Background: an optimization exercise with open tools, aiming at small area, a short achievable clock period and few clock cycles. Do not read the settings as production practice. In this exercise RTL edits were held to simulation tests only and were not proved equivalent to the original. No driver is modelled on the clock port, so clocking that relies on it looks cheaper here than on a real chip.

alpha:
==> flow/design.v (excerpt) <==
module top_module(clk, rst, imem_addr, imem_rdata, dmem_addr, dmem_wdata, dmem_we, dmem_re, dmem_rdata, halted);
==> flow/config.mk <==
export PLATFORM = sky130hd
export DESIGN_NAME = top_module
export DESIGN_NICKNAME = top_module
export VERILOG_FILES = /design/flow/design.v
export SDC_FILE = /design/flow/constraint.sdc
export NUM_CORES = 8
export LEC_CHECK = 0
export CAP_MARGIN = 30
export CORE_MARGIN = 2
export CORE_UTILIZATION = 60
export CTS_CLUSTER_DIAMETER = 100
export CTS_CLUSTER_SIZE = 20
export SLEW_MARGIN = 30
export SYNTH_HIERARCHICAL = 1
export SYNTH_MINIMUM_KEEP_SIZE = 0
==> flow/constraint.sdc <==
create_clock -name core_clock -period 150.0 [get_ports {clk}]
set_input_delay 30.0000 -clock core_clock [delete_from_list [all_inputs] [get_ports {clk}]]
set_output_delay 30.0000 -clock core_clock [all_outputs]
set_load 0.01 [all_outputs]
standard.sh (not shown) runs the stock make flow with config.mk's settings and CLKGATE_MAP_FILE= SYNTH_SCRIPT=/design/flow/synth_recipe.tcl, a recipe that flattens the netlist after the stock synthesis.
==> flow/flow/run.sh <==
#!/bin/bash
# Own layout flow: the standard flow (standard.sh), with two changes:
#  - the port buffers that global placement puts on every input and output
#    port are plain sky130_fd_sc_hd__buf_1 cells (not the default pick, a
#    delay buffer);
#  - after CTS, the flip-flops that drive output ports are upsized
#    (upsize_out.tcl), before routing continues as standard.
# Each step's full output goes to its own log in this folder.
set -euo pipefail
export BUFFER_PORTS_ARGS="-buffer_cell sky130_fd_sc_hd__buf_1"
bash standard.sh cts > standard_cts.log 2>&1
R=orfs/results/sky130hd/top_module/base
IN_ODB=$R/4_cts.odb IN_SDC=$R/4_cts.sdc OUT_ODB=$R/4_cts.odb \
  openroad -no_init -exit flow/upsize_out.tcl > upsize_out.log 2>&1
bash standard.sh finish > standard_finish.log 2>&1
==> flow/flow/upsize_out.tcl <==
# Runs between CTS and global routing: the flip-flops that drive an output
# port's buffer get the next drive strength (dfxtp_1 -> dfxtp_2), then the
# placement is legalized again. Reads and rewrites 4_cts.odb.
set P $::env(FLOW_HOME)/platforms/sky130hd
read_lef $P/lef/sky130_fd_sc_hd.tlef
read_lef $P/lef/sky130_fd_sc_hd_merged.lef
read_liberty $P/lib/sky130_fd_sc_hd__tt_025C_1v80.lib
read_db $::env(IN_ODB)
read_sdc $::env(IN_SDC)
source $P/setRC.tcl
estimate_parasitics -placement
set_propagated_clock [all_clocks]
puts "before: worst slack [worst_slack -max]"
set n 0
foreach port [get_ports -filter "direction == output"] {
  set net [get_nets [get_full_name $port]]
  foreach drv [get_pins -of_objects $net -filter "direction == output"] {
    set buf [get_cells -of_objects $drv]
    foreach ip [get_pins -of_objects $buf -filter "direction == input"] {
      set in_net [get_nets -of_objects $ip]
      foreach d2 [get_pins -of_objects $in_net -filter "direction == output"] {
        set c [get_cells -of_objects $d2]
        if {[get_property $c ref_name] == "sky130_fd_sc_hd__dfxtp_1"} {
          replace_cell $c sky130_fd_sc_hd__dfxtp_2
          incr n
        }
      }
    }
  }
}
puts "upsized $n flip-flops"
detailed_placement
check_placement
estimate_parasitics -placement
puts "after: worst slack [worst_slack -max]"
write_db $::env(OUT_ODB)
Testbench counts of alpha, summed over its fixed seeds: cycles 183,731.
## Diff of input files: beta against alpha
diff --git a/flow/design.v b/flow/design.v
--- a/flow/design.v
+++ b/flow/design.v
@@ -120,17 +120,16 @@
         if (o_and) lut = 4'b1000;
         if (o_or)  lut = 4'b1110;
         if (o_not) lut = 4'b0101;
         if (o_mov) lut = 4'b1010;
         if (o_mod & first & d_fast) lut = 4'b1100;            
         if (o_div & first & b_zero) lut = 4'b1111;            
     end
-    wire [31:0] lres_n;                       
-    wire [3:0]  lut_n = ~lut;
-    c_mux4 u_lut[31:0] (.a0(lut_n[0]), .a1(lut_n[1]), .a2(lut_n[2]), .a3(lut_n[3]), .s0(B), .s1(A), .y(lres_n));
+    wire [31:0] lres;
+    c_mux4 u_lut[31:0] (.a0(lut[0]), .a1(lut[1]), .a2(lut[2]), .a3(lut[3]), .s0(B), .s1(A), .y(lres));
     wire [4:0] sh_amt = o_dm ? {dn[3:0], 1'b0} : B[4:0];
     wire       sh_big = o_dm ? dn[4] : |B[31:5];
     wire       fill   = o_asr & A[31];
     wire       fill_n = ~fill;
     wire [31:0] arev;
     genvar gr;
     generate for (gr = 0; gr < 32; gr = gr + 1) begin : rv
@@ -194,16 +193,16 @@
     wire s_pc   = o_call;
     wire s_prod = o_mul;
     wire s_rem  = o_dm & busy & ~(o_div & md_done);
     wire s_quo  = o_div & busy & md_done;
     wire [31:0] res, rn1, rn2, rn3;
     c_a222oi u_rs1[31:0] (.a1(sum), .a2(s_sum), .b1(u5), .b2(s_srl), .c1(u5rev), .c2(s_lsl), .y(rn1));
     c_a222oi u_rs2[31:0] (.a1(pc), .a2(s_pc), .b1(s4), .b2(s_prod), .c1(rem), .c2(s_rem), .y(rn2));
-    c_nand2  u_rs3[31:0] (.a(q_out), .b(s_quo), .y(rn3));
-    c_nand4  u_rs4[31:0] (.a(rn1), .b(rn2), .c(rn3), .d(lres_n), .y(res));
+    c_a21oi  u_rs3[31:0] (.a1(q_out), .a2(s_quo), .b1(lres), .y(rn3));
+    c_nand3  u_rs4[31:0] (.a(rn1), .b(rn2), .c(rn3), .y(res));
     wire [31:0] pc_inc;
     inc32 u_inc(.a(pc), .y(pc_inc));
     wire act     = iv & ~halted_r;
     wire lu      = m_re & ((use1 & (m_rd == ra1)) | (use2 & (m_rd == ra2)));
     wire md_wait = o_md & ~md_done;
     wire stall   = act & (lu | md_wait);
     wire go      = act & ~lu & ~md_wait;                 
@@ -363,18 +362,14 @@
     input a, b; output y;
     assign y = ~(a & b);
 endmodule
 module c_nand3(a, b, c, y);
     input a, b, c; output y;
     assign y = ~(a & b & c);
 endmodule
-module c_nand4(a, b, c, d, y);
-    input a, b, c, d; output y;
-    assign y = ~(a & b & c & d);
-endmodule
 module c_nand7(a, y);
     input [6:0] a; output y;
     assign y = ~&a;
 endmodule
 module c_xnor2(a, b, y);
     input a, b; output y;
     assign y = ~(a ^ b);
Findings:
alpha → beta: number of iterations in the first detailed-routing pass went down 29%; count of clock-buffer cells in the layout lost 4.5%. Going from alpha to beta, synthesized net count went up 28.
Testbench counts of beta, summed over its fixed seeds: cycles 183,731.

-- static timing again, ports no longer ideal --
Ports are ideal in the flow. The routed layouts listed here were re-timed in OpenROAD.
Step 1, drivers: a clkbuf_16 drives clk and a buf_2 each remaining input, both assumed.
Step 2, shift: input delay + t, output delay - t, t = (earliest + latest rising clock arrival at the registers) / 2. This alone moves slack from input paths to output paths.
a / b / c = ideal / step 1 / step 2; a / b = the first two.
| run | shift t [ns] | slack for setup (ns) | worst hold slack (ns) | clock arrival spread, ns | slew at the worst register clock pin (ns) |
|---|---|---|---|---|---|
| alpha | 0.700 | 118.515 / 118.443 / 118.871 | 0.467 / 0.467 / 0.467 | 0.028 / 0.028 | 0.09 / 0.09 |
| beta | 0.687 | 118.628 / 118.555 / 118.873 | 0.455 / 0.455 / 0.455 | 0.048 / 0.048 | 0.10 / 0.10 |
After both steps setup and hold are still met in every run listed.
